This is an optimization exercise on Yosys and OpenROAD, whose aim is small area, a short achievable clock period and few clock cycles, not a production implementation.
RTL that was checked went through simulation tests only; none was proved equivalent to the original.
For runs 5 and 6, only the layout was checked, not whether the RTL still works.
No activity file was given, so power comes from the tool's default toggle rates.

--- flow/config.mk ---
export PLATFORM = sky130hd
export DESIGN_NAME = cpu_system
export DESIGN_NICKNAME = cpu_system
export VERILOG_FILES = /design/flow/design.v
export SDC_FILE = /design/flow/constraint.sdc
export NUM_CORES = 4
export LEC_CHECK = 0
export CAP_MARGIN = 20
export CORE_MARGIN = 2
export CORE_UTILIZATION = 70
export CTS_BUF_LIST = sky130_fd_sc_hd__clkbuf_8
export SLEW_MARGIN = 20
--- flow/constraint.sdc ---
create_clock -name core_clock -period 10.0 [get_ports {clk}]
set_input_delay 2.0000 -clock core_clock [delete_from_list [all_inputs] [get_ports {clk}]]
set_output_delay 2.0000 -clock core_clock [all_outputs]
set_load 0.01 [all_outputs]
--- flow/design.v ---
`timescale 1ns/100ps
module cpu_system(
    input          clk,
    input          reset,
    output         imem_read,
    output [5:0]   imem_addr,
    input  [127:0] imem_rdata,
    input          imem_busywait,
    output         dmem_read,
    output         dmem_write,
    output [5:0]   dmem_addr,
    output [31:0]  dmem_wdata,
    input  [31:0]  dmem_rdata,
    input          dmem_busywait,
    output         ret_valid,
    output [31:0]  ret_pc,
    output         ret_rf_we,
    output [2:0]   ret_rf_waddr,
    output [7:0]   ret_rf_wdata
);
    localparam OP_LOADI = 4'd0,  OP_ADD = 4'd1,  OP_SUB = 4'd2,  OP_OR  = 4'd3,
               OP_AND   = 4'd4,  OP_NOP = 4'd5,  OP_BEQ = 4'd6,  OP_BNE = 4'd7,
               OP_LSL   = 4'd8,  OP_LSR = 4'd9,  OP_ASR = 4'd10, OP_ROR = 4'd11,
               OP_LWI   = 4'd12, OP_LWD = 4'd13, OP_SWI = 4'd14, OP_SWD = 4'd15;
    function [15:0] compress(input [31:0] ins, input [7:0] pclo);
        reg [4:0]  op;
        reg [2:0]  rd, rs, rt;
        reg [7:0]  tgt;
        reg [14:0] nb;
        begin
            op  = ins[28:24];
            rd  = ins[18:16];
            rs  = ins[10:8];
            rt  = ins[2:0];
            tgt = pclo + 8'd1 + ins[23:16];
            case (op)
                5'd0:  nb = {OP_OR,  rd, 2'b00, rt, rt};
                5'd1:  nb = {OP_LOADI, rd, ins[7:0]};
                5'd2:  nb = {OP_ADD, rd, 2'b00, rs, rt};
                5'd3:  nb = {OP_SUB, rd, 2'b00, rs, rt};
                5'd4:  nb = {OP_OR,  rd, 2'b00, rs, rt};
                5'd5:  nb = {OP_AND, rd, 2'b00, rs, rt};
                5'd9:  nb = {OP_LSL, rd, 2'b00, rs, rt};
                5'd10: nb = {OP_LSR, rd, 2'b00, rs, rt};
                5'd11: nb = {OP_ASR, rd, 2'b00, rs, rt};
                5'd12: nb = {OP_ROR, rd, 2'b00, rs, rt};
                5'd13: nb = {OP_LWI, rd, ins[7:0]};
                5'd14: nb = {OP_LWD, rd, 2'b00, rt, 3'd0};
                5'd15: nb = {OP_SWI, ins[7:0], rs};
                5'd16: nb = {OP_SWD, 5'd0, rt, rs};
                default: nb = {OP_NOP, 11'd0};
            endcase
            if (op == 5'd6 || op == 5'd7 || op == 5'd8)
                compress = {1'b1, op == 5'd8, tgt, (op == 5'd6) ? rt : rs, rt};
            else
                compress = {1'b0, nb};
        end
    endfunction
    function predict(input [31:0] ins);
        reg [4:0] op;
        reg       same;
        begin
            op   = ins[28:24];
            same = (ins[10:8] == ins[2:0]);
            predict = (op == 5'd6) || (op == 5'd7 && (same || ins[23])) ||
                      (op == 5'd8 && !same && ins[23]);
        end
    endfunction
    reg  [7:0]  pcf;                  
    reg  [63:0] ic_blk [0:7];
    reg  [2:0]  ic_tag [0:7];
    reg  [7:0]  ic_valid;
    reg  [31:0] pbit;                 
    reg         ireq;
    reg  [5:0]  iaddr;
    reg         xv, xpt, xiaddr;
    reg  [3:0]  xop;
    reg  [2:0]  xwa, xsh;
    reg  [7:0]  ximm, xpc, xa, xb;
    reg  [7:0]  rf [0:7];
    reg         wv, wwe;
    reg  [2:0]  wwa;
    reg  [7:0]  wwd, wpc;
    reg  [21:0] whi;
    reg         wdinc, wddec;
    reg  [31:0] dd [0:7];
    reg  [5:0]  dt [0:7];
    reg  [7:0]  dv, ddirty;
    reg         drd, dwr;             
    reg  [5:0]  dma;                  
    wire [2:0]  fidx = pcf[4:2];
    wire        fhit = ic_valid[fidx] && (ic_tag[fidx] == pcf[7:5]);
    wire [63:0] fblk = ic_blk[fidx];
    reg  [15:0] C;
    always @(*) begin
        case (pcf[1:0])
            2'd0: C = fblk[15:0];
            2'd1: C = fblk[31:16];
            2'd2: C = fblk[47:32];
            default: C = fblk[63:48];
        endcase
    end
    wire        c_br  = C[15];
    wire [3:0]  c_op  = c_br ? {3'b011, C[14]} : C[14:11];
    wire        c_pt  = c_br && pbit[pcf[4:0]];
    wire [7:0]  c_imm = c_br ? C[13:6] : ((C[14:11] == OP_SWI) ? C[10:3] : C[7:0]);
    wire        c_iaddr = !c_br && (C[14:11] == OP_LWI || C[14:11] == OP_SWI);
    wire        x_mem   = (xop[3:2] == 2'b11);
    wire        x_store = (xop[3:1] == 3'b111);
    wire        x_we    = (xop <= OP_AND) || (xop[3] && !x_store);
    wire        x_sub   = (xop == OP_SUB);
    wire [7:0]  sum   = xa + (x_sub ? ~xb : xb) + {7'd0, x_sub};
    wire [7:0]  lsl   = xa << xsh;
    wire [7:0]  lsr   = xa >> xsh;
    wire [15:0] sx    = {{8{xa[7]}}, xa} >> xsh;
    wire [7:0]  asr   = sx[7:0];
    wire [15:0] rr    = {xa, xa} >> xsh;
    wire [7:0]  ror   = rr[7:0];
    wire [7:0]  daddr = xiaddr ? ximm : xa;
    wire [7:0]  hitv;
    genvar gi;
    generate for (gi = 0; gi < 8; gi = gi + 1) begin : g_hit
        assign hitv[gi] = dv[gi] && (dt[gi] == daddr[7:2]);
    end endgenerate
    wire        dhit = |hitv;
    reg  [31:0] hdata;
    integer k;
    always @(*) begin
        hdata = 32'd0;
        for (k = 0; k < 8; k = k + 1)
            hdata = hdata | (hitv[k] ? dd[k] : 32'd0);
    end
    wire        hdirty = |(hitv & ddirty);
    reg  [7:0]  ldb;
    reg  [31:0] merged;
    always @(*) begin
        case (daddr[1:0])
            2'd0: ldb = hdata[7:0];
            2'd1: ldb = hdata[15:8];
            2'd2: ldb = hdata[23:16];
            default: ldb = hdata[31:24];
        endcase
        merged = hdata;
        case (daddr[1:0])
            2'd0: merged[7:0]   = xb;
            2'd1: merged[15:8]  = xb;
            2'd2: merged[23:16] = xb;
            default: merged[31:24] = xb;
        endcase
    end
    wire        xhold     = xv && x_mem && !dhit;
    wire        xcomplete = xv && !(x_mem && !dhit);
    reg  [7:0]  result;
    always @(*) begin
        case (xop)
            OP_LOADI: result = ximm;
            OP_ADD, OP_SUB: result = sum;
            OP_OR:    result = xa | xb;
            OP_AND:   result = xa & xb;
            OP_LSL:   result = lsl;
            OP_LSR:   result = lsr;
            OP_ASR:   result = asr;
            OP_ROR:   result = ror;
            default:  result = ldb;
        endcase
    end
    wire        eq      = (xa == xb);
    wire        x_taken = (xop == OP_BEQ && eq) || (xop == OP_BNE && !eq);
    wire        mispred = xv && (x_taken != xpt);
    wire [7:0]  xpc1    = xpc + 8'd1;
    wire [7:0]  redir   = x_taken ? ximm : xpc1;
    wire [7:0]  off     = ximm - xpc1;
    wire        d_inc   = x_taken ? (!off[7] && (ximm <= xpc)) : (xpc == 8'hFF);
    wire        d_dec   = x_taken && off[7] && (ximm > xpc);
    wire [2:0]  c_a = C[5:3];
    wire [2:0]  c_b = C[2:0];
    wire        xfw = xv && x_we;
    wire [7:0]  fa  = (xfw && xwa == c_a) ? result : (wwe && wwa == c_a) ? wwd : rf[c_a];
    wire [7:0]  fb  = (xfw && xwa == c_b) ? result : (wwe && wwa == c_b) ? wwd : rf[c_b];
    always @(posedge clk) begin
        if (reset) begin
            xv  <= 1'b0;
            pcf <= 8'd0;
        end else if (mispred) begin
            xv  <= 1'b0;
            pcf <= redir;
        end else if (!xhold) begin
            xv <= fhit;
            if (fhit)
                pcf <= c_pt ? C[13:6] : pcf + 8'd1;
        end
    end
    always @(posedge clk) begin
        if (!xhold) begin
            xop    <= c_op;
            xpt    <= c_pt;
            xiaddr <= c_iaddr;
            xwa    <= C[10:8];
            xsh    <= C[2:0];
            ximm   <= c_imm;
            xpc    <= pcf;
            xa     <= fa;
            xb     <= fb;
        end
    end
    wire [5:0]  nblk      = pcf[7:2] + 6'd1;
    wire        nhit      = ic_valid[nblk[2:0]] && (ic_tag[nblk[2:0]] == nblk[5:3]);
    wire        fseq_miss = fhit && !c_pt && (pcf[1:0] == 2'd3) && !nhit && !xhold && !mispred;
    always @(posedge clk) begin
        if (reset) begin
            ireq     <= 1'b0;
            ic_valid <= 8'd0;
        end else if (ireq) begin
            if (!imem_busywait) begin
                ireq <= 1'b0;
                ic_valid[iaddr[2:0]] <= 1'b1;
            end
        end else if (!fhit && !mispred) begin
            ireq  <= 1'b1;
            iaddr <= pcf[7:2];
        end else if (fseq_miss) begin
            ireq  <= 1'b1;
            iaddr <= nblk;
        end
    end
    reg         pupd, ptaken;
    reg  [4:0]  pidx;
    always @(posedge clk) begin
        pupd   <= mispred && !reset;
        ptaken <= x_taken;
        pidx   <= xpc[4:0];
    end
    always @(posedge clk) begin
        if (pupd)
            pbit[pidx] <= ptaken;
        if (ireq && !imem_busywait)
            pbit[{iaddr[2:0], 2'd0} +: 4] <= {predict(imem_rdata[127:96]), predict(imem_rdata[95:64]),
                                              predict(imem_rdata[63:32]),  predict(imem_rdata[31:0])};
    end
    always @(posedge clk) begin
        if (ireq && !imem_busywait) begin
            ic_tag[iaddr[2:0]] <= iaddr[5:3];
            ic_blk[iaddr[2:0]] <= {compress(imem_rdata[127:96], {iaddr, 2'd3}),
                                   compress(imem_rdata[95:64],  {iaddr, 2'd2}),
                                   compress(imem_rdata[63:32],  {iaddr, 2'd1}),
                                   compress(imem_rdata[31:0],   {iaddr, 2'd0})};
        end
    end
    wire        dupd  = xv && x_mem && dhit;
    wire        dfill = drd && !dmem_busywait;
    integer j;
    always @(posedge clk) begin
        if (reset) begin
            dv  <= 8'd0;
            drd <= 1'b0;
            dwr <= 1'b0;
        end else begin
            if (dupd) begin
                for (j = 1; j < 8; j = j + 1)
                    if (|(hitv >> j)) begin
                        dv[j]     <= dv[j-1];
                        ddirty[j] <= ddirty[j-1];
                    end
                dv[0]     <= 1'b1;
                ddirty[0] <= hdirty | x_store;
            end
            if (dfill) begin
                dv[7]     <= 1'b1;
                ddirty[7] <= 1'b0;
            end
            if (drd) begin
                if (!dmem_busywait) drd <= 1'b0;
            end else if (dwr) begin
                if (!dmem_busywait) begin
                    dwr <= 1'b0;
                    drd <= 1'b1;
                    dma <= daddr[7:2];
                end
            end else if (xhold) begin
                if (dv[7] && ddirty[7]) begin
                    dwr <= 1'b1;
                    dma <= dt[7];
                end else begin
                    drd <= 1'b1;
                    dma <= daddr[7:2];
                end
            end
        end
    end
    always @(posedge clk) begin
        if (dupd) begin
            for (j = 1; j < 8; j = j + 1)
                if (|(hitv >> j)) begin
                    dd[j] <= dd[j-1];
                    dt[j] <= dt[j-1];
                end
            dd[0] <= x_store ? merged : hdata;
            dt[0] <= daddr[7:2];
        end
        if (dfill) begin
            dd[7] <= dmem_rdata;
            dt[7] <= dma;
        end
    end
    assign dmem_read  = drd;
    assign dmem_write = dwr;
    assign dmem_addr  = dma;
    assign dmem_wdata = dd[7];
    assign imem_read  = ireq;
    assign imem_addr  = iaddr;
    always @(posedge clk) begin
        if (reset) begin
            wv    <= 1'b0;
            wwe   <= 1'b0;
            whi   <= 22'd0;
            wdinc <= 1'b0;
            wddec <= 1'b0;
        end else begin
            wv  <= xcomplete;
            wwe <= xcomplete && x_we;
            if (xcomplete) begin
                whi   <= whi + {{21{wddec}}, wdinc | wddec};
                wdinc <= d_inc;
                wddec <= d_dec;
            end
        end
    end
    always @(posedge clk) begin
        wwa <= xwa;
        wwd <= result;
        wpc <= xpc;
    end
    integer r;
    always @(posedge clk) begin
        if (reset) begin
            for (r = 0; r < 8; r = r + 1) rf[r] <= 8'd0;
        end else if (wwe) begin
            rf[wwa] <= wwd;
        end
    end
    assign ret_valid    = wv;
    assign ret_pc       = {whi, wpc, 2'b00};
    assign ret_rf_we    = wwe;
    assign ret_rf_waddr = wwa;
    assign ret_rf_wdata = wwd;
endmodule
--- flow/flow/run.sh ---
#!/bin/bash
# The standard layout (the standard.sh), with timing repair aiming below
# the clock period, and plain buffers on the ports. The whole make output goes
# to standard_flow.log here; each tool's own log is under orfs/logs/.
set -euo pipefail
bash standard.sh SETUP_SLACK_MARGIN=8 TNS_END_PERCENT=0 "BUFFER_PORTS_ARGS=-buffer_cell sky130_fd_sc_hd__buf_2" finish > standard_flow.log 2>&1
--- flow/standard.sh ---
#!/bin/bash
# synth_recipe.tcl (not shown) runs the flow's synth.tcl, then flattens the netlist and writes it again
# the make line also repeats each setting of config.mk as NAME=value (left out here)
make -C /OpenROAD-flow-scripts/flow DESIGN_CONFIG=/design/flow/config.mk WORK_HOME=/design/flow/orfs CLKGATE_MAP_FILE= SYNTH_SCRIPT=/design/flow/synth_recipe.tcl "${@:-finish}"
==> results_dict.tcl, run 1 <==
set metrics [dict create \
    total_power_mw 9.08 \
    dp_hpwl_mm 84.8 \
    period_share_pct 36.5 \
    period_needed_ns 3.65 \
    fillers 3875 \
    cp-end-kind "register" \
    grt.total_usage_pct 35.9 \
    clock_sinks 1078 \
    rrSetupSlack_ns 6.35 \
    synth_area_per_cell_um2 14.3 \
    syn-cell-area_um2 50600 \
    crit_required_ns 10.65 \
    grt_pass1_vias 34000 \
    ys_seq_elements 1078 \
    ys.flop_type "edfxtp_1" \
    die_w_um 273 \
    path_max_fanout 40 \
    first_pass_iters 6 \
    final.setup_skew_ns 0.0542 \
    clock-root-buffer "clkbuf_8" \
    outcome "no timing/DRC/antenna violations" \
    antenna_found_initial 4 \
    synthArstFlopShare_pct 0 \
    avgViaCountPerCell 6.83 \
    fmax_ghz 0.274 \
    syn-instance-count 3552 \
    finalSetupViolations 0 \
    rsz0062_at_grt "yes" \
    final-hold-violation-count 0 \
    maxSlewHeadroom_pct 25.5 \
    rows 98 \
    overflow 0 \
    setup_tns_ns 0 \
    ir_drop_v 0.000131 \
    gp_congestion 0.907 \
    grt_max_degree 61 \
    fin_cells 5000 \
    slew_viol_final 0 \
    ant_nets 0 \
    io_pins 256 \
    post-place-ws_ns 4.70 \
    core_area_um2 71600 \
    die_h_um 273 \
    dp.cells 4588 \
    synth_edf_count 968 \
    clock_latency_ns 0.85 \
    drive_gt1_share_pct 24.8 \
    clk_path_buf_depth 3 \
    drc 0 \
    tightest_slew_ns 1.11 \
    setup_slack_ns 6.35 \
    cts_buffers 165 \
    area_growth_pct 13.3 \
    htreeDepth 4 \
    ys_types 97 \
    p_per_area_nw_per_um2 158 \
    clkTransAtPathRegs_ns 0.08 \
    leakage_nw 20.5 \
    port_buffers 221 \
    drt_iter0_markers 4523 \
    num_vias 34100 \
    wl_mm 136 \
    nNetsFinal 4182 \
    start_util_pct 70.7 \
    cp-start-kind "register" \
    path_class "reg2reg" \
    ys_warn_count 3 \
    grt_pass1_wl_mm 201 \
    cap_violations 0 \
    hp-class "reg2reg" \
    cts_tree "done" \
    ys_seq_area_share_pct 61.8 \
    hold_buffers 0 \
    cp.arrival_ns 4.30 \
    drt-wirelength-per-cell_um 27.2 \
    die-area_um2 74500 \
]
metal layers:
layer	routed length, um	vias up	share of wire [%]	global-route usage [%]
met4	6440	2	4.7	18.3
met3	14200	404	10	7.01
met1	48200	16700	35	45.9
met5	13	-	0.0096	0
li1	-	14600	-	-
met2	67100	2390	49	59.2
where the power goes:
group	leakage (nW)	switching [mW]	internal [mW]	total, mW
registers	9.85	0.0639	5.00	5.06
clock network	1.78	1.74	1.69	3.44
logic	8.87	0.351	0.235	0.586
cell families (layout without fill, tap and decap cells):
family | count (synthesis) | after routing | synth area share, %
buffers and inverters | 300 | 793 | 2.95
adders and majority gates | 99 | 99 | 2.51
DFF | 1078 | 1078 | 61.8
muxes | 398 | 398 | 12.2
AOI/OAI and AO/OA | 687 | 687 | 9.52
xor gates and xnor gates | 150 | 150 | 2.59
and+or+nand+nor | 839 | 840 | 8.43
other | 1 | 5 | 0.00741
path summary, 6_finish.rpt:
check / start / to / cells past startpoint
max: register / xa[4] / 11
min: xpc[4] / wpc[4] / 0
max reg2reg: register / xa[4] / 11
min reg2reg: xpc[4] / wpc[4] / 0
worst max-delay path, cell delays in order, from the launching register on:
cell	delay, ns
dfxtp_4	0.57
buf_12	0.32
mux4_2	0.35
and3_1	0.20
a31oi_1	0.38
o2111ai_4	0.35
nand2_4	0.21
buf_12	0.15
mux2_2	0.35
o22ai_1	0.25
mux2i_1	0.14
mux2i_1	0.14
final cells by class:
cell class                 instances  area [um2]  area share [%]
antenna                            3        7.51          0.0131
clock buffer                     172        2370            4.12
clock inverter                   123         689            1.20
inverter                         113         428           0.746
multi-input combinational       2176       18500            32.3
sequential                      1078       31300            54.5
tap                              950        1190            2.07
timing repair buffer             385        2900            5.05
registers in the layout, indices dropped and copies added, names as in the netlist, 22 cells and up, named ones only:
name,flops
rf,64
ic_blk,512
pbit,32
dt,48
ic_tag,24
dd,256
whi,22
cells in the final DEF, fill, tap and decap left out, drive strengths merged, types with 91 or more instances in the layout:
master / synthesis / final
o21ai: 95 / 95
clkbuf: 88 / 175
mux2: 104 / 104
buf: 99 / 380
ha: 95 / 95
inv: 110 / 175
xnor2: 91 / 91
mux2i: 138 / 138
mux4: 156 / 156
a21oi: 147 / 147
nand2: 251 / 251
edfxtp: 968 / 968
a22oi: 164 / 164
nor2: 177 / 177
dfxtp: 110 / 110
timing repair:
item | 4_1_cts | 5_1_grt
gates cloned | 2 | 3
pin swaps | 10 | 20
gates resized for setup | 95 | 73
buffers inserted | 70 | 38
setup endpoints to repair | 1847 | 1847
synthesized netlist by cell type, types with 8 or more instances:
cell type / number / area share, %
buf_4: 28 / 0.42
a21oi_1: 147 / 1.5
ha_1: 95 / 2.3
and3_1: 16 / 0.20
a211oi_1: 16 / 0.24
nor3_1: 67 / 0.66
o21ai_0: 91 / 0.90
o21a_1: 16 / 0.24
buf_6: 16 / 0.36
a31oi_1: 20 / 0.25
nand3_1: 68 / 0.67
a221oi_1: 8 / 0.14
o21bai_1: 15 / 0.22
o211ai_1: 15 / 0.22
dfxtp_1: 110 / 4.3
and2_1: 87 / 1.1
inv_1: 110 / 0.82
a22oi_1: 162 / 2.4
mux2i_1: 132 / 2.6
a22o_1: 33 / 0.57
a41oi_1: 8 / 0.14
nor2b_1: 33 / 0.41
nand2b_1: 18 / 0.22
mux4_1: 15 / 0.78
buf_1: 13 / 0.096
a222oi_1: 16 / 0.32
xor2_1: 59 / 1.0
mux4_2: 141 / 6.3
o2111ai_1: 11 / 0.19
nor4_1: 11 / 0.14
xnor2_1: 91 / 1.6
nand2_1: 250 / 1.9
buf_2: 35 / 0.35
a21o_1: 23 / 0.34
clkbuf_1: 88 / 0.65
and4_1: 21 / 0.36
or3_1: 12 / 0.15
o22ai_1: 39 / 0.48
nor2_1: 176 / 1.3
edfxtp_1: 968 / 57
nand4_1: 18 / 0.22
or2_2: 14 / 0.17
mux2_2: 104 / 2.3
metrics by stage:
stage / hold slack (ns) / cell area, um2 / utilization [%]
after global routing: 0.422 / 57400 / 80.1
after global placement: 0.367 / 52400 / 73.2
after detailed placement: 0.371 / 52400 / 73.2
final: 0.401 / 57400 / 80.1
after CTS: 0.402 / 56700 / 79.1
after floorplan: 0.348 / 50700 / -
Testbench counts, summed over its fixed seeds: cycles 132,922.
==> run 2, diff against run 1 <==
--- a/flow/config.mk
+++ b/flow/config.mk
@@ -9,4 +9,6 @@
 export CORE_MARGIN = 2
 export CORE_UTILIZATION = 70
-export CTS_BUF_LIST = sky130_fd_sc_hd__clkbuf_8
+export CTS_BUF_LIST = sky130_fd_sc_hd__clkbuf_16
+export CTS_CLUSTER_DIAMETER = 60
+export CTS_CLUSTER_SIZE = 25
 export SLEW_MARGIN = 20
==> results_dict.tcl, run 2 <==
set metrics [dict create \
    outcome "no timing/DRC/antenna violations" \
    path_max_fanout 8 \
    nNetsFinal 4116 \
    rrSetupSlack_ns 6.42 \
    ys_seq_elements 1078 \
    cp-start-kind "register" \
    die_h_um 273 \
    reg2reg_depth 14 \
    ys_types 97 \
    clk_path_buf_depth 3 \
    yosys-top-cells-area "edfxtp_1 57%, mux4_2 6.3%, dfxtp_1 4.3%" \
    synth_top_area_share_pct 57.4 \
    ys_seq_area_share_pct 61.8 \
    rows 98 \
    port_buffers 221 \
    crit_required_ns 10.47 \
    die-area_um2 74500 \
    avgViaCountPerCell 7.08 \
    multi_input_area_um2 18900 \
    final.setup_skew_ns 0.0358 \
    ir_drop_v 0.000190 \
    syn-cell-area_um2 50600 \
    whs_ns 0.399 \
    synth_top_area_cell "edfxtp_1" \
    p_per_area_nw_per_um2 153 \
    cp-endpoint "xa[5]" \
    period_share_pct 35.8 \
    path_class "reg2reg" \
    regToRegStartpoint "xiaddr" \
    fin_area_um2 57600 \
    cp-startpoint "xiaddr" \
    grt.total_usage_pct 38.1 \
    synth_common_cells "968 x edfxtp_1, 250 x nand2_1, 176 x nor2_1, 162 x a22oi_1, 147 x a21oi_1" \
    die_w_um 273 \
    grt_max_degree 61 \
    cts_tree "done" \
    seqCellArea_um2 31300 \
    clkTransAtPathRegs_ns 0.10 \
    drt_iter0_markers 5039 \
    rsz0062_at_grt "yes" \
    crit_top_cell "buf_12" \
    start_util_pct 70.7 \
    first_pass_iters 10 \
    hold_path_startpoint "xpc[4]" \
    core_area_um2 71600 \
    syn-instance-count 3552 \
    tightest_slew_ns 1.10 \
    area_growth_pct 13.7 \
    maxSlewHeadroom_pct 26.7 \
    clock-root-buffer "clkbuf_16" \
    finalSetupViolations 0 \
    cap_violations 0 \
    final_cell_mix "968 x edfxtp_1, 249 x nand2_1, 220 x buf_2, 165 x nor2_1, 156 x a22oi_1" \
    synthArstFlopShare_pct 0 \
    placed_cell_area_um2 52400 \
    hp-class "reg2reg" \
    grt_pass1_vias 34300 \
    period_needed_ns 3.58 \
    synth_edf_count 968 \
    fillers 3776 \
    drt-wirelength-per-cell_um 29.4 \
    gp_congestion 0.907 \
    clock_latency_ns 0.65 \
    ys_warn_count 3 \
    drive_gt1_share_pct 24.9 \
    cp.arrival_ns 4.05 \
    leakage_nw 20.3 \
    cp-end-kind "register" \
    largest_reg_flops 512 \
    io_pins 256 \
    worstReg2RegEnd "xa[5]" \
    ant_nets 0 \
    drc 0 \
    wl_mm 142 \
    final_common_cell "edfxtp_1" \
    antenna_found_initial 4 \
    hold_buffers 0 \
    grt_pass1_wl_mm 211 \
    ys.flop_type "edfxtp_1" \
    crit_path_top_delay_cell "nor3_4" \
    htreeDepth 3 \
    final-hold-violation-count 0 \
    dp_hpwl_mm 84.8 \
    setup_tns_ns 0 \
    post-synth-top-count-cell "edfxtp_1" \
    slew_viol_final 0 \
    cts_buffers 67 \
    clock_sinks 1078 \
    overflow 0 \
    worstPathCellList "buf_12, buf_4, mux2i_4, buf_12, buf_4, xnor2_4, nor3_4, and2_4, buf_12, a22oi_1, and4_1, a22oi_1, nand3_1, mux2i_1" \
    num_vias 34300 \
    max_stage_delay_ns 0.57 \
    dp.cells 4588 \
    fin_cells 4851 \
    fmax_ghz 0.279 \
    synth_area_per_cell_um2 14.3 \
]
==> run 2: final cells by class <==
cell class,instances,share of cell area [%]
flip-flops and latches,1078,54.3
multi-input cells,2180,32.8
repair buffers,413,5.87
clock buffers,72,3.13
well taps,950,2.06
clock inverters,44,1.02
inverters,113,0.745
diodes,1,0.00434
==> run 2: layer usage <==
metal | GRT usage (%) | vias to the layer above | wire length (um)
li1 | - | 14400 | -
met1 | 47.7 | 16900 | 48700
met2 | 63.9 | 2522 | 70300
met3 | 6.83 | 506 | 14600
met4 | 20.3 | 4 | 8780
met5 | 0 | - | 26
==> run 2: worst min-delay path by stage <==
stage / end / slack, ns / cells past startpoint
after floorplan: wpc[4] / 0.35 / 0
after global placement: wpc[4] / 0.37 / 0
after detailed placement: wpc[5] / 0.37 / 0
after CTS: wpc[4] / 0.40 / 0
after global routing: wpc[4] / 0.42 / 0
final: wpc[4] / 0.40 / 0
==> run 2: power by group <==
part / switching [mW] / internal, mW
registers: 0.0653 / 4.99
logic: 0.365 / 0.246
clock network: 1.62 / 1.52
==> run 2: metrics by stage <==
| stage | power (mW) | utilization (%) | worst slack, ns |
|---|---|---|---|
| after detailed placement | 5.67 | 73.2 | 4.70 |
| after CTS | 8.78 | 80.0 | 6.58 |
| after global routing | 8.99 | 80.4 | 6.36 |
| after floorplan | 5.47 | - | 5.67 |
| after global placement | 5.64 | 73.2 | 4.78 |
| final | 8.81 | 80.4 | 6.42 |
==> run 2: critical path, delay by kind of cell, from the launching register on <==
family	cells	cell delay (ns)
and+or+nand+nor	4	1.30
AOI/OAI and AO/OA	2	0.35
buffers and inverters	5	0.79
xor gates and xnor gates	1	0.12
DFF	1	0.42
muxes	2	0.43
==> run 2: cell families (layout without fill, tap and decap cells) <==
family	count (synthesis)	in the layout	synth area share [%]
DFF	1078	1078	61.8
and+or+nand+nor	839	843	8.43
AOI/OAI and AO/OA	687	688	9.52
muxes	398	398	12.2
buffers and inverters	300	642	2.95
xor gates and xnor gates	150	150	2.59
adders and majority gates	99	99	2.51
other	1	3	0.00741
==> run 2: what timing repair did <==
item,in CTS,in global routing
endpoints found under the setup margin,1850,1847
pin swaps,59,11
gates cloned,14,1
gates resized for setup,245,8
buffers inserted,107,24
==> run 3, diff against run 2 <==
--- a/flow/config.mk
+++ b/flow/config.mk
@@ -9,6 +9,6 @@
 export CORE_MARGIN = 2
 export CORE_UTILIZATION = 70
-export CTS_BUF_LIST = sky130_fd_sc_hd__clkbuf_16
-export CTS_CLUSTER_DIAMETER = 60
-export CTS_CLUSTER_SIZE = 25
+export CTS_BUF_LIST = sky130_fd_sc_hd__clkbuf_8
+export CTS_CLUSTER_DIAMETER = 45
+export CTS_CLUSTER_SIZE = 14
 export SLEW_MARGIN = 20
==> results_dict.tcl, run 3 <==
set metrics [dict create \
    outcome "no timing/DRC/antenna violations" \
    drc 0 \
    htreeDepth 3 \
    largest_reg_flops 512 \
    post-place-ws_ns 4.70 \
    synthArstFlopShare_pct 0 \
    final.setup_skew_ns 0.0468 \
    period_needed_ns 3.57 \
    num_vias 33900 \
    ys.flop_type "edfxtp_1" \
    tightest_slew_ns 1.09 \
    ys_types 97 \
    ys_seq_area_share_pct 61.8 \
    synth_top_family_by_area "multiplexers" \
    drt_iter0_markers 4662 \
    cp-end-kind "register" \
    die_w_um 273 \
    final-hold-violation-count 0 \
    port_buffers 221 \
    synthAdderAreaFrac_pct 2.51 \
    leakage_nw 20.1 \
    drive_gt1_share_pct 25.2 \
    p_switching_mw 2.04 \
    grt_pass1_wl_mm 199 \
    rows 98 \
    start_util_pct 70.7 \
    syn-instance-count 3552 \
    path_class "reg2reg" \
    p_seq_share_pct 58.8 \
    first_pass_iters 6 \
    ys_warn_count 3 \
    area_growth_pct 12.7 \
    synth-compound-area-share_pct 9.52 \
    ys_seq_elements 1078 \
    crit_required_ns 10.49 \
    p_per_area_nw_per_um2 151 \
    ant_nets 0 \
    finalSetupViolations 0 \
    synth_top_area_share_pct 57.4 \
    cts_buffers 111 \
    grt.total_usage_pct 35.5 \
    avgViaCountPerCell 6.90 \
    wl_mm 136 \
    ir_drop_v 0.000152 \
    drt-wirelength-per-cell_um 27.7 \
    antenna_found_initial 4 \
    clkTransAtPathRegs_ns 0.08 \
    overflow 0 \
    cp-start-kind "register" \
    cap_violations 0 \
    yosys-top-cells-area "edfxtp_1 57%, mux4_2 6.3%, dfxtp_1 4.3%" \
    clock-root-buffer "clkbuf_8" \
    dp_hpwl_mm 84.8 \
    synth_area_per_cell_um2 14.3 \
    synth_top_area_cell "edfxtp_1" \
    whs_ns 0.388 \
    muxShareOfSynthArea_pct 12.2 \
    nNetsFinal 4145 \
    syn-cell-area_um2 50600 \
    cts_tree "done" \
    rsz0062_at_grt "yes" \
    combPwrFrac_pct 7.0 \
    io_pins 256 \
    synth_edf_count 968 \
    period_share_pct 35.7 \
    setup_slack_ns 6.43 \
    hp-class "reg2reg" \
    synth_xor_area_share_pct 2.59 \
    core_area_um2 71600 \
    final_common_cell "edfxtp_1" \
    internal_power_mw 6.55 \
    die-area_um2 74500 \
    synth_simple_gate_area_share_pct 8.43 \
    die_h_um 273 \
    maxSlewHeadroom_pct 27.0 \
    gp_congestion 0.907 \
    post-synth-top-count-cell "edfxtp_1" \
    setup_tns_ns 0 \
    cp.arrival_ns 4.07 \
    clock_sinks 1078 \
    clock_latency_ns 0.78 \
    synth_common_cells "968 x edfxtp_1, 250 x nand2_1, 176 x nor2_1, 162 x a22oi_1, 147 x a21oi_1" \
    final_cell_mix "968 x edfxtp_1, 248 x nand2_1, 219 x buf_2, 164 x nor2_1, 157 x a22oi_1" \
    clk_path_buf_depth 3 \
    clock_power_share_pct 34.3 \
    slew_viol_final 0 \
    path_max_fanout 13 \
    p_sw_share_pct 23.7 \
    fmax_ghz 0.280 \
    grt_max_degree 61 \
    grt_pass1_vias 33600 \
]
==> run 3: cell counts after synthesis <==
Identical to the previous run, type by type.
==> run 3: power groups by stage <==
stage	clock network, mW	logic, mW	registers [mW]
4_1_cts	2.95	0.561	5.05
5_1_grt	3.13	0.640	5.06
3_5_place_dp	0	0.510	5.16
2_1_floorplan	0	0.342	5.13
3_3_place_gp	0	0.487	5.15
6_report	2.94	0.599	5.05
==> run 3: metrics by stage <==
stage	util, %	std cells	area, um2	power, mW
global placement	73.2	4587	52400	5.64
floorplan	-	3553	50700	5.47
finish	79.7	4917	57100	8.59
CTS	78.3	4858	56100	8.56
detailed placement	73.2	4588	52400	5.67
global route	79.7	4915	57100	8.82
==> run 3: per-layer routing <==
layer  vias up  share of wire [%]  global-route usage [%]
li1      14500                  -                       -
met1     16700                 35                    45.4
met2      2251                 50                    59.7
met3       388                 10                    6.55
met4         4                4.7                    15.8
met5         -              0.017                       0
==> run 3: worst paths after layout <==
check,slack [ns],to,startpoint,depth (start not counted)
hold reg to reg,0.39,wpc[5],xpc[5],0
setup / recovery,6.43,xb[4],xiaddr,15
hold / removal,0.39,wpc[5],xpc[5],0
setup reg to reg,6.43,xb[4],xiaddr,15
==> run 3: kinds of logic (layout without fill, tap and decap cells) <==
logic type               count (synthesis)  in the layout
AND/OR/NAND/NOR                        839            843
other                                    1              6
AO/OA/AOI/OAI                          687            687
adder cells (fa/ha/maj)                 99             99
buffers and inverters                  300            706
XOR/XNOR                               150            150
flip-flops                            1078           1078
multiplexers                           398            398
==> run 3: worst max-delay path, stage by stage, from the launching register on <==
cell and delay [ns]:
edfxtp_1 0.42, buf_12 0.18, buf_6 0.12, mux2i_4 0.21, buf_12 0.18, buf_4 0.15, xnor2_4 0.21, nor3_4 0.10
buf_12 0.15, and2_4 0.23, buf_4 0.18, a22oi_1 0.27, nand4_1 0.25, a311oi_4 0.34, buf_4 0.20, o21bai_1 0.09
==> run 3: final cells by class <==
class	count	area, um2
timing repair buffer	399	3150
sequential	1078	31300
tap	950	1190
inverter	113	430
antenna	4	10.0
fill	3881	14500
multi-input combinational	2179	18700
clock inverter	80	757
clock buffer	114	1570
==> run 3: repair_timing <==
item	CTS	global route
pin swaps	18	32
resized for setup	114	99
setup buffers	73	44
hold buffers	0	0
endpoints found under the setup margin	1849	1847
cloned	3	11
==> run 4, diff against run 3 <==
--- a/flow/config.mk
+++ b/flow/config.mk
@@ -8,5 +8,5 @@
 export CAP_MARGIN = 20
 export CORE_MARGIN = 2
-export CORE_UTILIZATION = 70
+export CORE_UTILIZATION = 75
 export CTS_BUF_LIST = sky130_fd_sc_hd__clkbuf_8
 export CTS_CLUSTER_DIAMETER = 45
==> results_dict.tcl, run 4 <==
set metrics [dict create \
    drt-wirelength-per-cell_um 31.1 \
    post-place-ws_ns 4.65 \
    synth_area_per_cell_um2 14.3 \
    cts_tree "done" \
    drive_gt1_share_pct 25.6 \
    rrSetupSlack_ns 6.41 \
    synth_xor_area_share_pct 2.59 \
    rows 95 \
    yosys-top-cells-area "edfxtp_1 57%, mux4_2 6.3%, dfxtp_1 4.3%" \
    grt.total_usage_pct 41.0 \
    syn-cell-area_um2 50600 \
    clock_sinks 1078 \
    overflow 0 \
    syn-instance-count 3552 \
    fillers 2925 \
    ys_types 97 \
    gp_congestion 0.967 \
    rsz0062_at_grt "yes" \
    clkTransAtPathRegs_ns 0.10 \
    final.setup_skew_ns 0.0636 \
    grt_pass1_wl_mm 212 \
    hold_buffers 0 \
    synth-compound-area-share_pct 9.52 \
    fmax_ghz 0.278 \
    synthArstFlopShare_pct 0 \
    slew_viol_final 0 \
    ant_nets 0 \
    whs_path_depth 0 \
    drc 0 \
    clock-root-buffer "clkbuf_8" \
    final_cell_mix "968 x edfxtp_1, 249 x nand2_1, 218 x buf_2, 164 x nor2_1, 157 x a22oi_1" \
    ir_drop_v 0.000147 \
    cts_buffers 106 \
    nNetsFinal 4174 \
    cp-start-kind "register" \
    synth_top_area_cell "edfxtp_1" \
    final-hold-violation-count 0 \
    start_util_pct 75.5 \
    ys.flop_type "edfxtp_1" \
    ys_warn_count 3 \
    muxShareOfSynthArea_pct 12.2 \
    final_common_cell "edfxtp_1" \
    clock_latency_ns 0.80 \
    die-area_um2 69600 \
    combPwrFrac_pct 7.2 \
    p_per_area_nw_per_um2 150 \
    period_needed_ns 3.59 \
    synth_simple_gate_area_share_pct 8.43 \
    finalSetupViolations 0 \
    synth_edf_count 968 \
    antenna_found_initial 3 \
    path_max_fanout 9 \
    clock_power_share_pct 33.8 \
    io_pins 256 \
    whs_ns 0.372 \
    outcome "no timing/DRC/antenna violations" \
    synthAdderAreaFrac_pct 2.51 \
    largest_reg_flops 512 \
    tightest_slew_ns 1.15 \
    core_area_um2 67000 \
    leakage_nw 20.3 \
    synth_top_family_by_area "multiplexers" \
    synth_top_area_share_pct 57.4 \
    cp-end-kind "register" \
    synth_common_cells "968 x edfxtp_1, 250 x nand2_1, 176 x nor2_1, 162 x a22oi_1, 147 x a21oi_1" \
    period_share_pct 35.9 \
    setup_slack_ns 6.41 \
    maxSlewHeadroom_pct 23.0 \
    grt_pass1_vias 34900 \
    dp_hpwl_mm 87.5 \
    utilization_pct 85.4 \
    htreeDepth 3 \
    die_w_um 264 \
    ys_seq_area_share_pct 61.8 \
    crit_required_ns 10.51 \
    internal_power_mw 6.48 \
    port_buffers 221 \
    p_switching_mw 2.09 \
    area_growth_pct 13.0 \
    worstReg2RegEnd "xb[7]" \
    first_pass_iters 9 \
    cp.arrival_ns 4.11 \
    grt_max_degree 59 \
    drt_iter0_markers 5602 \
    p_seq_share_pct 59.0 \
    hold_end "wpc[4]" \
    num_vias 35700 \
    hold_path_startpoint "xpc[4]" \
    p_sw_share_pct 24.4 \
    cap_violations 0 \
    die_h_um 264 \
    reg2reg_depth 12 \
    avgViaCountPerCell 7.36 \
    ys_seq_elements 1078 \
    post-synth-top-count-cell "edfxtp_1" \
    hp-class "reg2reg" \
    setup_tns_ns 0 \
    path_class "reg2reg" \
    clk_path_buf_depth 3 \
    wl_mm 151 \
]
-- run 4: cell counts after synthesis --
Identical to the previous run, type by type.
-- run 4: worst max-delay path by stage --
stage | from | endpoint | cells after the start
after floorplan | imem_busywait | ic_blk[2][0] | 3
after detailed placement | register | xb[5] | 11
after global placement | register | xb[7] | 11
after global routing | register | ximm[0] | 11
after CTS | iaddr[5] | imem_addr[5] | 2
final | register | xb[7] | 12
-- run 4: power groups by stage --
| stage | logic [mW] | registers (mW) | clock network (mW) |
|---|---|---|---|
| floorplan | 0.342 | 5.13 | 0 |
| global placement | 0.483 | 5.15 | 0 |
| detailed placement | 0.512 | 5.16 | 0 |
| CTS | 0.572 | 5.05 | 2.83 |
| global route | 0.650 | 5.06 | 3.01 |
| finish | 0.616 | 5.06 | 2.90 |
-- run 4: final cells by class --
cell class              instances  area (um2)  share of cell area [%]
repair buffers                431        3500                    6.12
diodes                          2        5.00                 0.00875
well taps                     873        1090                    1.91
clock inverters                67         624                    1.09
flip-flops and latches       1078       31300                    54.7
clock buffers                 110        1510                    2.65
multi-input cells            2181       18700                    32.7
inverters                     113         439                   0.768
-- run 4: repair_timing --
item | in CTS | in global routing
pin swaps | 25 | 34
gates cloned | 9 | 7
buffers inserted | 88 | 59
endpoints found under the setup margin | 1851 | 1847
gates resized for setup | 155 | 87
-- run 4: cell families (layout without fill, tap and decap cells) --
group                      Yosys count  after routing
and+or+nand+nor                    839            845
muxes                              398            398
xor gates and xnor gates           150            150
buffers and inverters              300            721
adders and majority gates           99             99
AOI/OAI and AO/OA                  687            687
DFF                               1078           1078
other                                1              4
-- run 4: through the flow --
| stage | total power [mW] | std cells | area (um2) |
|---|---|---|---|
| 2_1_floorplan | 5.47 | 3553 | 50700 |
| 3_3_place_gp | 5.64 | 4512 | 52300 |
| 3_5_place_dp | 5.68 | 4513 | 52300 |
| 4_1_cts | 8.46 | 4787 | 56200 |
| 5_1_grt | 8.73 | 4855 | 57200 |
| 6_report | 8.57 | 4855 | 57200 |
-- run 4: routing by layer --
metal / global-route usage, % / wire length [um] / vias up
met2: 68.5 / 72700 / 3337
met1: 50.0 / 47800 / 17100
met4: 24.9 / 12000 / 2
met5: 0 / 11 / -
met3: 8.14 / 18400 / 788
li1: - / - / 14500
-- run 4: critical path, cell delays in order (launching register included) --
cell	delay, ns
dfxtp_4	0.44
buf_16	0.17
buf_16	0.16
mux4_1	0.59
mux2_2	0.30
a22oi_2	0.46
a32oi_4	0.20
buf_4	0.23
nor2_4	0.20
a22oi_1	0.17
nand2_1	0.11
a21oi_1	0.10
o21bai_1	0.17
==> run 5, diff against run 4 <==
--- a/flow/design.v
+++ b/flow/design.v
@@ -111,10 +111,15 @@
     wire        x_sub   = (xop == OP_SUB);
     wire [7:0]  sum   = xa + (x_sub ? ~xb : xb) + {7'd0, x_sub};
-    wire [7:0]  lsl   = xa << xsh;
-    wire [7:0]  lsr   = xa >> xsh;
-    wire [15:0] sx    = {{8{xa[7]}}, xa} >> xsh;
-    wire [7:0]  asr   = sx[7:0];
     wire [15:0] rr    = {xa, xa} >> xsh;
-    wire [7:0]  ror   = rr[7:0];
+    wire [7:0]  rot   = rr[7:0];
+    reg  [7:0]  keep_r;               
+    integer m;
+    always @(*)
+        for (m = 0; m < 8; m = m + 1)
+            keep_r[m] = ({1'b0, xsh} <= 4'd7 - m);
+    wire [7:0]  keep  = (xop[1:0] == 2'b00) ? ((xsh == 3'd0) ? 8'hFF : ~keep_r) :
+                        (xop[1:0] == 2'b11) ? 8'hFF : keep_r;
+    wire        fill  = (xop[1:0] == 2'b10) && xa[7];
+    wire [7:0]  shres = (rot & keep) | ({8{fill}} & ~keep);
     wire [7:0]  daddr = xiaddr ? ximm : xa;
     wire [7:0]  hitv;
@@ -158,8 +163,5 @@
             OP_OR:    result = xa | xb;
             OP_AND:   result = xa & xb;
-            OP_LSL:   result = lsl;
-            OP_LSR:   result = lsr;
-            OP_ASR:   result = asr;
-            OP_ROR:   result = ror;
+            OP_LSL, OP_LSR, OP_ASR, OP_ROR: result = shres;
             default:  result = ldb;
         endcase
@@ -197,5 +199,5 @@
             xiaddr <= c_iaddr;
             xwa    <= C[10:8];
-            xsh    <= C[2:0];
+            xsh    <= (!c_br && C[14:11] == OP_LSL) ? 3'd0 - C[2:0] : C[2:0];
             ximm   <= c_imm;
             xpc    <= pcf;
--- a/flow/config.mk
+++ b/flow/config.mk
@@ -8,5 +8,5 @@
 export CAP_MARGIN = 20
 export CORE_MARGIN = 2
-export CORE_UTILIZATION = 75
+export CORE_UTILIZATION = 70
 export CTS_BUF_LIST = sky130_fd_sc_hd__clkbuf_8
 export CTS_CLUSTER_DIAMETER = 45
==> results_dict.tcl, run 5 <==
set metrics [dict create \
    outcome "no timing/DRC/antenna violations" \
    antenna_found_initial 10 \
    ys_warn_count 3 \
    dp_hpwl_mm 85.6 \
    avgViaCountPerCell 6.96 \
    synth_common_cells "968 x edfxtp_1, 261 x nand2_1, 191 x nor2_1, 132 x a21oi_1, 131 x mux4_2" \
    ys_seq_elements 1078 \
    syn-cell-area_um2 50500 \
    post-synth-top-count-cell "edfxtp_1" \
    cap_violations 0 \
    path_class "reg2reg" \
    p_per_area_nw_per_um2 152 \
    final-hold-violation-count 0 \
    post-place-ws_ns 4.58 \
    utilization_pct 79.8 \
    gp_congestion 0.971 \
    grt_pass1_vias 34500 \
    hp-class "reg2reg" \
    final_cell_mix "968 x edfxtp_1, 259 x nand2_1, 223 x buf_2, 180 x nor2_1, 131 x mux4_2" \
    cts_tree "done" \
    clk_path_buf_depth 3 \
    rows 98 \
    core_area_um2 71500 \
    setup_slack_ns 6.42 \
    finalSetupViolations 0 \
    grt.met3_usage_pct 6.45 \
    ant_nets 0 \
    total_power_mw 8.67 \
    area_growth_pct 12.8 \
    num_vias 34500 \
    io_pins 256 \
    start_util_pct 70.7 \
    fmax_ghz 0.279 \
    nNetsFinal 4195 \
    synth_edf_count 968 \
    first_pass_iters 7 \
    die-area_um2 74400 \
    grt.total_usage_pct 37.0 \
    synth_top_area_cell "edfxtp_1" \
    cts_buffers 112 \
    wl_mm 140 \
    grt_pass1_wl_mm 206 \
    synthArstFlopShare_pct 0 \
    drc 0 \
    maxSlewHeadroom_pct 33.2 \
    path_max_fanout 6 \
    tightest_slew_ns 0.994 \
    syn-instance-count 3611 \
    setup_tns_ns 0 \
    hold_buffers 0 \
    dp.cells 4656 \
    ys_types 86 \
    cp-start-kind "register" \
    whs_ns 0.383 \
    placed_cell_area_um2 52500 \
    rsz0062_at_grt "yes" \
    leakage_nw 20.2 \
    drt_iter0_markers 4900 \
    clock_latency_ns 0.78 \
    period_share_pct 35.8 \
    htreeDepth 3 \
    overflow 0 \
    synth_area_per_cell_um2 14.0 \
    yosys-top-cells-area "edfxtp_1 58%, mux4_2 5.8%, dfxtp_1 4.4%" \
    slew_viol_final 0 \
    busiest_layer "met2" \
    cp-end-kind "register" \
    fin_area_um2 57000 \
    grt_util_met1_pct 46.4 \
    largest_reg_flops 512 \
    final.setup_skew_ns 0.0498 \
    port_buffers 221 \
    die_w_um 273 \
    final_common_cell "edfxtp_1" \
    synth_top_area_share_pct 57.5 \
    period_needed_ns 3.58 \
    drive_gt1_share_pct 23.8 \
    clock_sinks 1078 \
    cp.arrival_ns 4.08 \
    grt_max_degree 68 \
    ys_seq_area_share_pct 61.9 \
    ys.flop_type "edfxtp_1" \
    clock-root-buffer "clkbuf_8" \
    met2_usage_pct 62.9 \
    die_h_um 273 \
    crit_required_ns 10.50 \
    drt-wirelength-per-cell_um 28.2 \
    clkTransAtPathRegs_ns 0.08 \
    fin_cells 4961 \
    ir_drop_v 0.000178 \
]
==> run 5: where the power goes <==
group | total [mW] | leakage (nW) | internal, mW | switching (mW)
logic | 0.592 | 9.05 | 0.235 | 0.358
registers | 5.05 | 9.91 | 4.98 | 0.0677
clock network | 3.03 | 1.24 | 1.41 | 1.62
total | 8.67 | 20.2 | 6.63 | 2.05
==> run 5: area by class of cell <==
class	instances	area (um2)
flip-flops and latches	1078	31300
multi-input cells	2235	18600
fillers	3832	14500
repair buffers	389	3100
clock buffers	116	1600
well taps	950	1190
clock inverters	76	778
inverters	114	439
diodes	3	7.51
==> run 5: timing repair <==
item                                    4_1_cts  5_1_grt
pin swaps                                    22       13
endpoints found under the setup margin     1849     1847
buffers inserted                             75       20
gates resized for setup                     161       56
gates cloned                                 11        4
==> run 5: routing by layer <==
layer	part of all wire, %	up-vias
li1	-	14700
met1	35	16900
met2	49	2433
met3	10	512
met4	5.6	14
met5	0.068	-
==> run 5: path summary, 6_finish.rpt <==
| path | end | depth (start not counted) | startpoint | slack, ns |
|---|---|---|---|---|
| worst max-delay path | dma[4] | 14 | xiaddr | 6.42 |
| worst min-delay path | wpc[4] | 0 | xpc[4] | 0.38 |
| worst max register to register | dma[4] | 14 | xiaddr | 6.42 |
| worst min register to register | wpc[4] | 0 | xpc[4] | 0.38 |
==> run 5: logic make-up after synthesis <==
| group | synth area share, % |
|---|---|
| DFF | 61.9 |
| AOI/OAI and AO/OA | 9.40 |
| other | 0.00742 |
| muxes | 12.0 |
| and+or+nand+nor | 8.70 |
| xor gates and xnor gates | 2.67 |
| adders and majority gates | 2.56 |
| buffers and inverters | 2.80 |
==> run 5: worst max-delay path, stage by stage (launching register included) <==
cell and delay (ns):
edfxtp_1 0.43, buf_6 0.15, mux2i_4 0.28, buf_6 0.20
buf_4 0.14, xnor2_1 0.13, nor3_2 0.11, and2_4 0.19
buf_12 0.14, or4_4 0.42, or3_4 0.41, buf_12 0.15
mux2_4 0.29, nor3_4 0.15, buf_12 0.14
==> run 6, diff against run 5 <==
==> flow/flow/run.sh (replaced) <==
#!/bin/bash
# The standard layout (the standard.sh), with timing repair aiming below
# the clock period, and plain buffers on the ports. The whole make output goes
# to standard_flow.log here; each tool's own log is under orfs/logs/.
set -euo pipefail
bash standard.sh SETUP_SLACK_MARGIN=9 TNS_END_PERCENT=0 "BUFFER_PORTS_ARGS=-buffer_cell sky130_fd_sc_hd__buf_2" finish > standard_flow.log 2>&1
==> results_dict.tcl, run 6 <==
set metrics [dict create \
    outcome "no timing/DRC/antenna violations" \
    gp_congestion 0.971 \
    hold_path_startpoint "xpc[4]" \
    hp-class "reg2reg" \
    fin_area_um2 57000 \
    clk_path_buf_depth 3 \
    drive_gt1_share_pct 23.8 \
    drt-wirelength-per-cell_um 28.2 \
    grt_pass1_wl_mm 206 \
    drc 0 \
    synthArstFlopShare_pct 0 \
    synth_top_area_cell "edfxtp_1" \
    final_common_cell "edfxtp_1" \
    ys_seq_elements 1078 \
    clock_latency_ns 0.78 \
    ys_types 86 \
    ys_warn_count 3 \
    combPwrFrac_pct 6.8 \
    yosys-top-cells-area "edfxtp_1 58%, mux4_2 5.8%, dfxtp_1 4.4%" \
    slew_viol_final 0 \
    final_cell_mix "968 x edfxtp_1, 259 x nand2_1, 223 x buf_2, 180 x nor2_1, 131 x mux4_2" \
    placed_cell_area_um2 52500 \
    fmax_ghz 0.279 \
    ys.flop_type "edfxtp_1" \
    cp-start-kind "register" \
    num_vias 34500 \
    path_max_fanout 6 \
    core_area_um2 71500 \
    internal_power_mw 6.63 \
    tightest_slew_ns 0.994 \
    regToRegStartpoint "xiaddr" \
    maxSlewHeadroom_pct 33.2 \
    grt_pass1_vias 34500 \
    cap_violations 0 \
    p_sw_share_pct 23.6 \
    nNetsFinal 4195 \
    p_seq_share_pct 58.3 \
    syn-cell-area_um2 50500 \
    avgViaCountPerCell 6.96 \
    largest_reg_flops 512 \
    clock_power_share_pct 34.9 \
    final.setup_skew_ns 0.0498 \
    die_w_um 273 \
    die_h_um 273 \
    cp.arrival_ns 4.08 \
    grt.total_usage_pct 37.0 \
    finalSetupViolations 0 \
    port_buffers 221 \
    synth_top_area_share_pct 57.5 \
    die-area_um2 74400 \
    clkTransAtPathRegs_ns 0.08 \
    cp-end-kind "register" \
    grt_max_degree 68 \
    dp_hpwl_mm 85.6 \
    clock_sinks 1078 \
    area_growth_pct 12.8 \
    ir_drop_v 0.000178 \
    synth_common_cells "968 x edfxtp_1, 261 x nand2_1, 191 x nor2_1, 132 x a21oi_1, 131 x mux4_2" \
    synth_area_per_cell_um2 14.0 \
    period_needed_ns 3.58 \
    overflow 0 \
    rows 98 \
    cts_buffers 112 \
    drt_iter0_markers 4900 \
    ys_seq_area_share_pct 61.9 \
    first_pass_iters 7 \
    io_pins 256 \
    rsz0062_at_grt "yes" \
    cp-startpoint "xiaddr" \
    p_per_area_nw_per_um2 152 \
    clock-root-buffer "clkbuf_8" \
    wl_mm 140 \
    p_switching_mw 2.05 \
    start_util_pct 70.7 \
    final-hold-violation-count 0 \
    synth_edf_count 968 \
    ant_nets 0 \
    post-synth-top-count-cell "edfxtp_1" \
    htreeDepth 3 \
    cts_tree "done" \
    antenna_found_initial 10 \
    setup_tns_ns 0 \
    syn-instance-count 3611 \
    leakage_nw 20.2 \
    path_class "reg2reg" \
    crit_required_ns 10.50 \
    period_share_pct 35.8 \
]
run 6: cell counts in the layout (fill, tap and decap cells not counted):
Identical to the previous run, type by type.
run 6: cells by family (layout without fill, tap and decap cells):
group,after synthesis,count (layout),share of synthesized area [%]
flip-flops,1078,1078,61.9
AND/OR/NAND/NOR,890,892,8.70
AO/OA/AOI/OAI,696,696,9.40
multiplexers,390,390,12.0
buffers and inverters,301,695,2.80
XOR/XNOR,154,154,2.67
adder cells (fa/ha/maj),101,101,2.56
other,1,5,0.00742
run 6: worst paths after layout:
check | slack (ns) | cells after the start | to
worst min register to register | 0.38 | 0 | wpc[4]
worst max-delay path | 6.42 | 14 | dma[4]
worst min-delay path | 0.38 | 0 | wpc[4]
worst max register to register | 6.42 | 14 | dma[4]
run 6: area by class of cell:
| cell class | count | area (um2) |
|---|---|---|
| clock inverters | 76 | 778 |
| repair buffers | 389 | 3100 |
| diodes | 3 | 7.51 |
| well taps | 950 | 1190 |
| multi-input cells | 2235 | 18600 |
| clock buffers | 116 | 1600 |
| flip-flops and latches | 1078 | 31300 |
| fillers | 3832 | 14500 |
| inverters | 114 | 439 |
run 6: layer usage:
metal	part of all wire [%]	GRT usage [%]	vias to the layer above
met2	49	62.9	2433
met5	0.068	0	-
met1	35	46.4	16900
met3	10	6.45	512
met4	5.6	18.3	14
li1	-	-	14700
run 6: stage by stage:
step | utilization (%) | std cells | worst slack [ns] | power, mW | hold WS (ns)
finish | 79.8 | 4961 | 6.42 | 8.67 | 0.383
global placement | 73.4 | 4656 | 4.72 | 5.65 | 0.365
CTS | 79.1 | 4934 | 6.43 | 8.64 | 0.385
floorplan | - | 3612 | 5.29 | 5.47 | 0.348
detailed placement | 73.4 | 4656 | 4.58 | 5.68 | 0.367
global route | 79.8 | 4959 | 6.35 | 8.88 | 0.394
run 6: what timing repair did:
action                                   CTS  global route
endpoints found under the hold margin      0             0
endpoints found under the setup margin  1885          1883
setup buffers                             75            20
cloned                                    11             4
hold buffers                               0             0
pin swaps                                 22            13
gates resized for setup                  161            56
run 6: power groups by stage:
stage	combinational [mW]	sequential (mW)	clock, mW
2_1_floorplan	0.348	5.12	0
3_3_place_gp	0.496	5.15	0
3_5_place_dp	0.519	5.16	0
4_1_cts	0.567	5.05	3.03
5_1_grt	0.632	5.06	3.19
6_report	0.592	5.05	3.03
run 6: critical path, cell delays in order, from the launching register on:
cell and delay (ns):
edfxtp_1 0.43, buf_6 0.15, mux2i_4 0.28, buf_6 0.20, buf_4 0.14, xnor2_1 0.13
nor3_2 0.11, and2_4 0.19, buf_12 0.14, or4_4 0.42, or3_4 0.41, buf_12 0.15
mux2_4 0.29, nor3_4 0.15, buf_12 0.14

[port drivers added, routing unchanged]
How much do the figures lean on ideal ports? The routed layouts below were timed once more, with nothing changed but the port constraints. Step 1 (the two cells are an assumption about what drives the block):
set clk [get_ports {clk}]
set_driving_cell -lib_cell sky130_fd_sc_hd__clkbuf_16 $clk
set_driving_cell -lib_cell sky130_fd_sc_hd__buf_2 [delete_from_list [all_inputs] $clk]
Step 2, shift: input delay + t, output delay - t, t = (earliest + latest rising clock arrival at the registers) / 2. This alone moves slack from input paths to output paths. Three values: ideal ports, drivers, drivers and shift; two values: the first two.
run | t, ns | setup WS [ns] | latest minus earliest clock arrival (ns) | cell pins on the clock port's net
run 1 | 0.888 | 6.349 / 6.349 / 5.664 | 0.058 / 0.058 | 1
run 2 | 0.703 | 6.422 / 6.422 / 5.851 | 0.038 / 0.038 | 1
run 3 | 0.825 | 6.426 / 6.408 / 5.655 | 0.047 / 0.047 | 1
run 4 | 0.841 | 6.405 / 6.388 / 5.631 | 0.064 / 0.063 | 1
run 5 | 0.817 | 6.422 / 6.422 / 5.659 | 0.052 / 0.052 | 1
run 6 | 0.817 | 6.422 / 6.422 / 5.659 | 0.052 / 0.052 | 1
After both steps setup and hold are still met in every run listed. For run 4, which loses most, drivers alone change the setup slack by -0.017 ns; drivers and shift together by -0.774 ns.
